This design comes from an exercise in tuning for small area on the open sky130 flow, not from production work.
Only simulation tests tie the RTL to the original design; equivalence was not proved.
Power figures rest on the tool's default switching activity, not on a simulated workload.

==> flow/design.v <==
`timescale 1ns / 1ps
module PCI_WB_DeFSM(
	input  PHY_CLK33_I,
	input  PHY_RSTn_I,
	input  IDSEL_I,
	input  FRAMEn_I,
	input  IRDYn_I,
	output TRDYn_O,
	output TRDYn_DIR_O,
	output DEVSELn_O,
	output DEVSELn_DIR_O,
	output STOPn_O,
	output STOPn_DIR_O,
	input  PAR_I,
	output reg PAR_O,
	output reg PAR_DIR_O,
	output PERRn_O,
	output PERRn_DIR_O,
	output SERRn_O,
	output SERRn_DIR_O,
	output [31:0] AD_O,
	output AD_DIR_O,
	input  [31:0] AD_I,
	input  [3:0] CBEn_I,
	output INTA_O,
	output [31:0] WB_DATA_O,
	input  [31:0] WB_DATA_I,
	input  WB_ACK_I,
	input  WB_VALID_I,
	output [31:0] WB_ADD_O,
	output WB_STB_O,
	output WB_WE_O,
	output HP_MEM_IDLE_O,
	input  [31:0] HPRAM_DATA_I,
	output [31:0] HPRAM_DATA_O,
	output reg [11:0] HPRAM_ADD_O,
	output [3:0] HPRAM_WEN_O
    );
	assign PERRn_O = 1'b1;
	assign PERRn_DIR_O = 1'b0;
	assign SERRn_O = 1'b1;
	assign SERRn_DIR_O = 1'b0;
	assign INTA_O = 1'b0;
	localparam S_IDLE  = 3'd0;   
	localparam S_DEC   = 3'd1;   
	localparam S_DEAD  = 3'd2;   
	localparam S_CLAIM = 3'd3;   
	localparam S_P1    = 3'd4;
	localparam S_P2    = 3'd5;
	localparam T_CFG = 2'd0;
	localparam T_MEM = 2'd1;
	localparam T_HP  = 2'd2;
	reg [2:0]  st;
	reg [1:0]  tgt;
	reg        wr;
	reg [19:2] pci_add;
	reg        cmd1, cmd10, sta27;
	reg [11:0] bar10, bar14;
	reg [7:0]  intl;
	reg [3:0]  cnt;        
	reg        f1;         
	reg        f2;         
	reg [31:0] mem_ad;
	reg        mem_vld;
	reg [31:0] hp_ad;
	reg [3:0]  hp_be;
	reg [31:0] dreg;       
	wire rst = ~PHY_RSTn_I;
	wire        a_inc;
	wire [12:0] a_c;
	wire [11:0] a_sum;
	assign a_c[0] = a_inc;
	genvar gi;
	generate
		for (gi = 0; gi < 12; gi = gi + 1) begin : g_ainc
			assign a_sum[gi]   = HPRAM_ADD_O[gi] ^ a_c[gi];
			assign a_c[gi + 1] = HPRAM_ADD_O[gi] & a_c[gi];
		end
	endgenerate
	wire hit_cfg = IDSEL_I && AD_I[10:8] == 3'b000 && AD_I[1:0] == 2'b00;
	wire hit_mem = cmd1 && AD_I[31:20] == bar14;
	wire hit_hp  = cmd1 && AD_I[31:20] == bar10;
	wire cmd_cfg = CBEn_I[3:1] == 3'b101;
	wire cmd_mem = CBEn_I[3:1] == 3'b011;
	wire s_idle  = st == S_IDLE;
	wire s_claim = st == S_CLAIM;
	wire p1 = st == S_P1;
	wire p2 = st == S_P2;
	wire t_c = tgt == T_CFG;
	wire t_m = tgt == T_MEM;
	wire t_h = tgt == T_HP;
	wire s_cack  = p1 && t_c;
	wire s_cterm = p2 && t_c;
	wire s_mbusy = p1 && t_m;
	wire s_mterm = p2 && t_m;
	wire s_hwrd  = p1 && t_h && !wr;
	wire s_hrd   = p2 && t_h && !wr;
	wire s_hwr   = p1 && t_h && wr;
	wire s_hterm = p2 && t_h && wr;
	wire irdy = ~IRDYn_I;
	assign a_inc = irdy && (s_hwrd || s_hrd || (s_hwr && !FRAMEn_I && !f1));
	wire mem_done = wr ? WB_ACK_I : WB_VALID_I;
	wire hp_par  = ~f1 | f2;
	wire hp_trdy = ~f1 & f2;
	always @(posedge PHY_CLK33_I) begin
		if (rst) begin
			st <= S_IDLE;
			cmd1 <= 1'b0;
			cmd10 <= 1'b0;
			sta27 <= 1'b0;
			bar10 <= 12'd0;
			bar14 <= 12'd0;
			intl <= 8'd0;
			mem_vld <= 1'b0;
			hp_be <= 4'hF;
			HPRAM_ADD_O <= 12'd0;
		end else begin
			case (st)
				S_IDLE:
					if (!FRAMEn_I) begin
						if (hit_cfg)
							st <= cmd_cfg ? S_DEC : S_DEAD;
						else if (hit_mem || hit_hp)
							st <= cmd_mem ? S_DEC : S_DEAD;
					end
				S_DEC:  st <= S_CLAIM;
				S_DEAD: st <= S_IDLE;
				S_CLAIM:
					case (tgt)
						T_CFG:
							if (irdy) begin
								st <= S_P1;
								if (wr)
									case (pci_add[7:2])
										6'd1: begin
											if (!CBEn_I[3] && AD_I[27]) sta27 <= 1'b0;
											if (!CBEn_I[0]) begin
												cmd1 <= AD_I[1];
												cmd10 <= AD_I[10];
											end
										end
										6'd4: begin
											if (!CBEn_I[3]) bar10[11:4] <= AD_I[31:24];
											if (!CBEn_I[2]) bar10[3:0] <= AD_I[23:20];
										end
										6'd5: begin
											if (!CBEn_I[3]) bar14[11:4] <= AD_I[31:24];
											if (!CBEn_I[2]) bar14[3:0] <= AD_I[23:20];
										end
										6'd15:
											if (!CBEn_I[0]) intl <= AD_I[7:0];
										default: ;
									endcase
							end
						T_MEM: st <= S_P1;
						default: begin
							HPRAM_ADD_O <= pci_add[13:2];
							st <= S_P1;
						end
					endcase
				S_P1:
					if (t_c)
						st <= S_P2;
					else if (t_m) begin
						if (mem_done) begin
							st <= S_P2;
							if (!wr) mem_vld <= 1'b1;
						end else if (cnt == 4'b0100) begin
							st <= S_P2;
							sta27 <= 1'b1;
						end
					end else if (!wr) begin
						if (irdy) begin
							st <= S_P2;
							hp_be <= CBEn_I;
						end
					end else if (!irdy && !f1 && FRAMEn_I)
						st <= S_P2;
				S_P2:
					if (t_h && !wr) begin
						if (irdy)
							hp_be <= CBEn_I;
						else if (!f1 && FRAMEn_I)
							st <= S_DEAD;
					end else
						st <= S_IDLE;
				default: st <= S_IDLE;
			endcase
			if (!(s_claim && tgt == T_HP))
				HPRAM_ADD_O <= a_sum;
		end
	end
	always @(posedge PHY_CLK33_I) begin
		if (s_idle) begin
			pci_add <= AD_I[19:2];
			wr <= CBEn_I[0];
			tgt <= hit_cfg ? T_CFG : hit_mem ? T_MEM : T_HP;
		end
		if ((s_claim && tgt != T_MEM) || s_hwr)
			cnt <= CBEn_I;
		else if (s_claim)
			cnt <= 4'd0;
		else if (s_mbusy)
			cnt <= {cnt[2:0], ~(cnt[3] ^ cnt[2])};   
		if (s_claim) begin
			f1 <= ~wr & irdy;    
			f2 <= 1'b0;
			if (tgt == T_HP) f1 <= 1'b1;
		end else if (s_mbusy) begin
			f2 <= mem_done;
		end else if (s_hwrd) begin
			f2 <= 1'b0;
		end else if (s_hrd) begin
			if (irdy) begin
				f1 <= 1'b0;
				f2 <= 1'b1;
			end else
				f2 <= f1;
		end else if (s_hwr) begin
			f2 <= irdy;
			if (irdy) f1 <= 1'b0;
		end
		if (s_mbusy && mem_done && !wr)
			mem_ad <= WB_DATA_I;
		if ((s_hwrd || s_hrd) && irdy)
			hp_ad <= HPRAM_DATA_I;
		if (!(s_mbusy && wr))
			dreg <= AD_I;
	end
	assign HPRAM_WEN_O = (s_hwr && f2) ? ~cnt : 4'b0000;
	reg [31:0] cfg_rd;
	always @(*)
		case (pci_add[7:2])
			6'd0:  cfg_rd = 32'hBBCC00AA;
			6'd1:  cfg_rd = {4'b0, sta27, 5'b0, 1'b1, 10'b0, cmd10, 8'b0, cmd1, 1'b0};
			6'd2:  cfg_rd = 32'h118000F8;
			6'd4:  cfg_rd = {bar10, 20'd0};
			6'd5:  cfg_rd = {bar14, 20'd0};
			6'd11: cfg_rd = 32'h00019876;
			6'd15: cfg_rd = {23'd0, 1'b1, intl};
			default: cfg_rd = 32'd0;
		endcase
	wire [31:0] cfg_msk = {{8{~cnt[3]}}, {8{~cnt[2]}}, {8{~cnt[1]}}, {8{~cnt[0]}}};
	wire [31:0] hp_msk  = {{8{~hp_be[3]}}, {8{~hp_be[2]}}, {8{~hp_be[1]}}, {8{~hp_be[0]}}};
	wire sel_c = tgt == T_CFG;
	wire sel_m = tgt == T_MEM && mem_vld;
	wire sel_h = tgt == T_HP;
	assign AD_O = (cfg_rd & cfg_msk & {32{sel_c}}) | (mem_ad & {32{sel_m}}) | (hp_ad & hp_msk & {32{sel_h}});
	wire act = st[2] | (st == S_CLAIM);
	assign TRDYn_DIR_O   = PHY_RSTn_I & act;
	assign DEVSELn_DIR_O = PHY_RSTn_I & act;
	assign STOPn_DIR_O   = PHY_RSTn_I & act;
	assign TRDYn_O   = ~(s_cack || (s_mterm && f2) || (s_hrd && hp_trdy) || (s_hwr && !f1));
	assign DEVSELn_O = s_cterm || (s_mterm && !f2);
	assign STOPn_O   = ~(s_cack || s_mterm);
	assign AD_DIR_O  = PHY_RSTn_I & ((s_cack && !wr) || ((s_mbusy || s_mterm) && f1) || s_hwrd || s_hrd);
	wire par_req = (s_cack && !wr) || (s_mterm && f2 && !wr) || (s_hrd && hp_par);
	always @(negedge PHY_CLK33_I) begin
		PAR_DIR_O <= PHY_RSTn_I & par_req;
		PAR_O <= ^{AD_I, CBEn_I};
	end
	assign WB_STB_O  = s_mbusy;
	assign WB_WE_O   = wr;
	assign WB_ADD_O  = {12'd0, pci_add[19:2], 2'b00};
	assign WB_DATA_O = dreg;
	assign HPRAM_DATA_O = dreg;
	assign HP_MEM_IDLE_O = !(s_hwrd || s_hrd || s_hwr || s_hterm);
endmodule
export LEC_CHECK = 0
export CAP_MARGIN = 20
export CORE_MARGIN = 2
export CORE_UTILIZATION = 40
export CTS_BUF_LIST = sky130_fd_sc_hd__clkbuf_8
export SLEW_MARGIN = 20
create_clock -name core_clock -period 10.0 [get_ports {PHY_CLK33_I}]
run.sh (not shown) runs the stock make flow with config.mk's settings and CLKGATE_MAP_FILE= SYNTH_SCRIPT=/design/flow/synth_recipe.tcl, a recipe that flattens the netlist after the stock synthesis.
Next try:
==> flow/flow/run.sh (new file) <==
#!/bin/bash
# The standard layout (standard.sh: unchanged synthesis, floorplan, power grid
# and tap cells), with these placement/CTS settings changed:
#  - every input and output port still gets a buffer, but a sky130_fd_sc_hd__buf_1
#  - the constant outputs keep synthesis's single tie-high and tie-low cells
#    instead of one tie cell per output
#  - after global placement, gates off the critical paths are downsized
#    (flow/post_gpl.tcl); repair_design runs after it as usual
#  - clock tree synthesis without dummy loads, with clkbuf_8 buffers
# Each tool's full output stays in orfs/logs/; make's own output goes to flow_make.log.
set -euo pipefail
export BUFFER_PORTS_ARGS="-buffer_cell sky130_fd_sc_hd__buf_1"
export SKIP_REPAIR_TIE_FANOUT=1
export POST_GLOBAL_PLACE_TCL="$(pwd)/flow/post_gpl.tcl"
export CTS_ARGS="-sink_clustering_enable -repair_clock_nets -dont_use_dummy_load -buf_list {sky130_fd_sc_hd__clkbuf_8} -sink_clustering_size 20 -sink_clustering_max_diameter 80"
bash standard.sh finish > flow_make.log 2>&1
==> flow/flow/post_gpl.tcl (new file) <==
# After global placement: downsize gates on paths with positive slack
# (synthesis maps for speed); the next step's repair_design then fixes any
# slew or capacitance limit this breaks.
log_cmd repair_timing -recover_power 100 -verbose
==> flow/standard.sh (new file) <==
#!/bin/bash
# synth_recipe.tcl (not shown) runs the flow's synth.tcl, then flattens the netlist and writes it again
# the make line also repeats each setting of config.mk as NAME=value (left out here)
make -C /OpenROAD-flow-scripts/flow DESIGN_CONFIG=/design/flow/config.mk WORK_HOME=/design/flow/orfs CLKGATE_MAP_FILE= SYNTH_SCRIPT=/design/flow/synth_recipe.tcl "${@:-finish}"
- CTS_BUF_LIST: sky130_fd_sc_hd__clkbuf_8 -> unset
removed: flow/run.sh
What happened:
- The new run went through all stages and came out clean
- clock skew rises by 0.037 ns
- utilization falls by 8.2 points
- global-route usage falls by 1.0 points
- setup slack improves by 0.42 ns
- routed wire length falls by about 3.7%
Next try:
==> flow/flow/run.sh (replaced) <==
#!/bin/bash
# The standard layout (standard.sh: unchanged synthesis, floorplan, power grid
# and tap cells), with two placement/CTS arguments changed:
#  - every input and output port still gets a buffer, but a sky130_fd_sc_hd__buf_1
#  - clock tree synthesis without dummy loads, with clkbuf_8 buffers in clusters of up to 20 sinks
# Each tool's full output stays in orfs/logs/; make's own output goes to flow_make.log.
set -euo pipefail
export BUFFER_PORTS_ARGS="-buffer_cell sky130_fd_sc_hd__buf_1"
export CTS_ARGS="-sink_clustering_enable -repair_clock_nets -dont_use_dummy_load -buf_list {sky130_fd_sc_hd__clkbuf_8} -sink_clustering_size 20 -sink_clustering_max_diameter 80"
bash standard.sh finish > flow_make.log 2>&1
removed: flow/flow/post_gpl.tcl
Outcome: Power stays flat; final cell count went up slightly; die area is unchanged.

// PCI_WB_DeFSM: RTL as listed in full above, without the edits since
==> flow/config.mk <==
export PLATFORM = sky130hd
export DESIGN_NAME = PCI_WB_DeFSM
export DESIGN_NICKNAME = PCI_WB_DeFSM
export VERILOG_FILES = /design/flow/design.v
export SDC_FILE = /design/flow/constraint.sdc
export NUM_CORES = 4
export LEC_CHECK = 0
export CAP_MARGIN = 20
export CORE_MARGIN = 2
export CORE_UTILIZATION = 40
export SLEW_MARGIN = 20
==> flow/constraint.sdc <==
create_clock -name core_clock -period 10.0 [get_ports {PHY_CLK33_I}]
set_input_delay 2.0000 -clock core_clock [delete_from_list [all_inputs] [get_ports {PHY_CLK33_I}]]
set_output_delay 2.0000 -clock core_clock [all_outputs]
set_load 0.01 [all_outputs]
standard.sh (not shown) runs the stock make flow with config.mk's settings and CLKGATE_MAP_FILE= SYNTH_SCRIPT=/design/flow/synth_recipe.tcl, a recipe that flattens the netlist after the stock synthesis.
==> flow/flow/run.sh <==
#!/bin/bash
# The standard layout (standard.sh: unchanged synthesis, floorplan, power grid
# and tap cells), with these placement/CTS settings changed:
#  - every input and output port still gets a buffer, but a sky130_fd_sc_hd__buf_1
#  - the constant outputs keep synthesis's single tie-high and tie-low cells
#    instead of one tie cell per output
#  - clock tree synthesis without dummy loads, with clkbuf_8 buffers
# Each tool's full output stays in orfs/logs/; make's own output goes to flow_make.log.
set -euo pipefail
export BUFFER_PORTS_ARGS="-buffer_cell sky130_fd_sc_hd__buf_1"
export SKIP_REPAIR_TIE_FANOUT=1
export CTS_ARGS="-sink_clustering_enable -repair_clock_nets -dont_use_dummy_load -buf_list {sky130_fd_sc_hd__clkbuf_8} -sink_clustering_size 20 -sink_clustering_max_diameter 80"
bash standard.sh finish > flow_make.log 2>&1
The starting point completed without violations.
Change:
--- a/flow/flow/run.sh
+++ b/flow/flow/run.sh
@@ -3 +3 @@
-# and tap cells), with these placement/CTS settings changed:
+# and tap cells), with two placement/CTS arguments changed:
@@ -5,3 +5 @@
-#  - the constant outputs keep synthesis's single tie-high and tie-low cells
-#    instead of one tie cell per output
-#  - clock tree synthesis without dummy loads, with clkbuf_8 buffers
+#  - clock tree synthesis without dummy loads, with clkbuf_8 buffers in clusters of up to 20 sinks
@@ -11 +8,0 @@
-export SKIP_REPAIR_TIE_FANOUT=1
--- a/flow/config.mk
+++ b/flow/config.mk
@@ -10 +10 @@
-export CORE_UTILIZATION = 40
+export CORE_UTILIZATION = 60
Result:
- total power fell by about 0.7%
- combinational power is about the same
- first-iteration DRC count rose by about 60%
Change:
--- a/flow/flow/run.sh
+++ b/flow/flow/run.sh
@@ -3 +3 @@
-# and tap cells), with two placement/CTS arguments changed:
+# and tap cells), with these placement/CTS settings changed:
@@ -5 +5,3 @@
-#  - clock tree synthesis without dummy loads, with clkbuf_8 buffers in clusters of up to 20 sinks
+#  - the constant outputs keep synthesis's single tie-high and tie-low cells
+#    instead of one tie cell per output
+#  - clock tree synthesis without dummy loads, with clkbuf_8 buffers
@@ -8,0 +11,2 @@
+export SKIP_REPAIR_TIE_FANOUT=1
+export REMOVE_ABC_BUFFERS=1
--- a/flow/config.mk
+++ b/flow/config.mk
@@ -10 +10,2 @@
-export CORE_UTILIZATION = 60
+export CORE_UTILIZATION = 40
+export GPL_TIMING_DRIVEN = 0
=> Power increases slightly. Wire length climbs by roughly a tenth. Area after synthesis is unchanged. Worst setup slack gets worse by 0.047 ns. Cell area grows slightly. Cell count rose by a little under a tenth. Clock power goes up slightly.
Change:
--- a/flow/flow/run.sh
+++ b/flow/flow/run.sh
@@ -12 +12 @@
-export REMOVE_ABC_BUFFERS=1
+export RECOVER_POWER=100
--- a/flow/config.mk
+++ b/flow/config.mk
@@ -11 +10,0 @@
-export GPL_TIMING_DRIVEN = 0
Result:
- Now the flow finished with capacitance limit, slew limit left
- synthesized cell count is unchanged
- final area is lower by 1.8%
- synthesized area does not change
- routed wire length stays flat
- count of clock-buffer cells in the layout is unchanged
- total power barely changes
- die area is unchanged
- via count climbs by 1.8%
- global-route usage is about the same
- flip-flop and latch count does not change
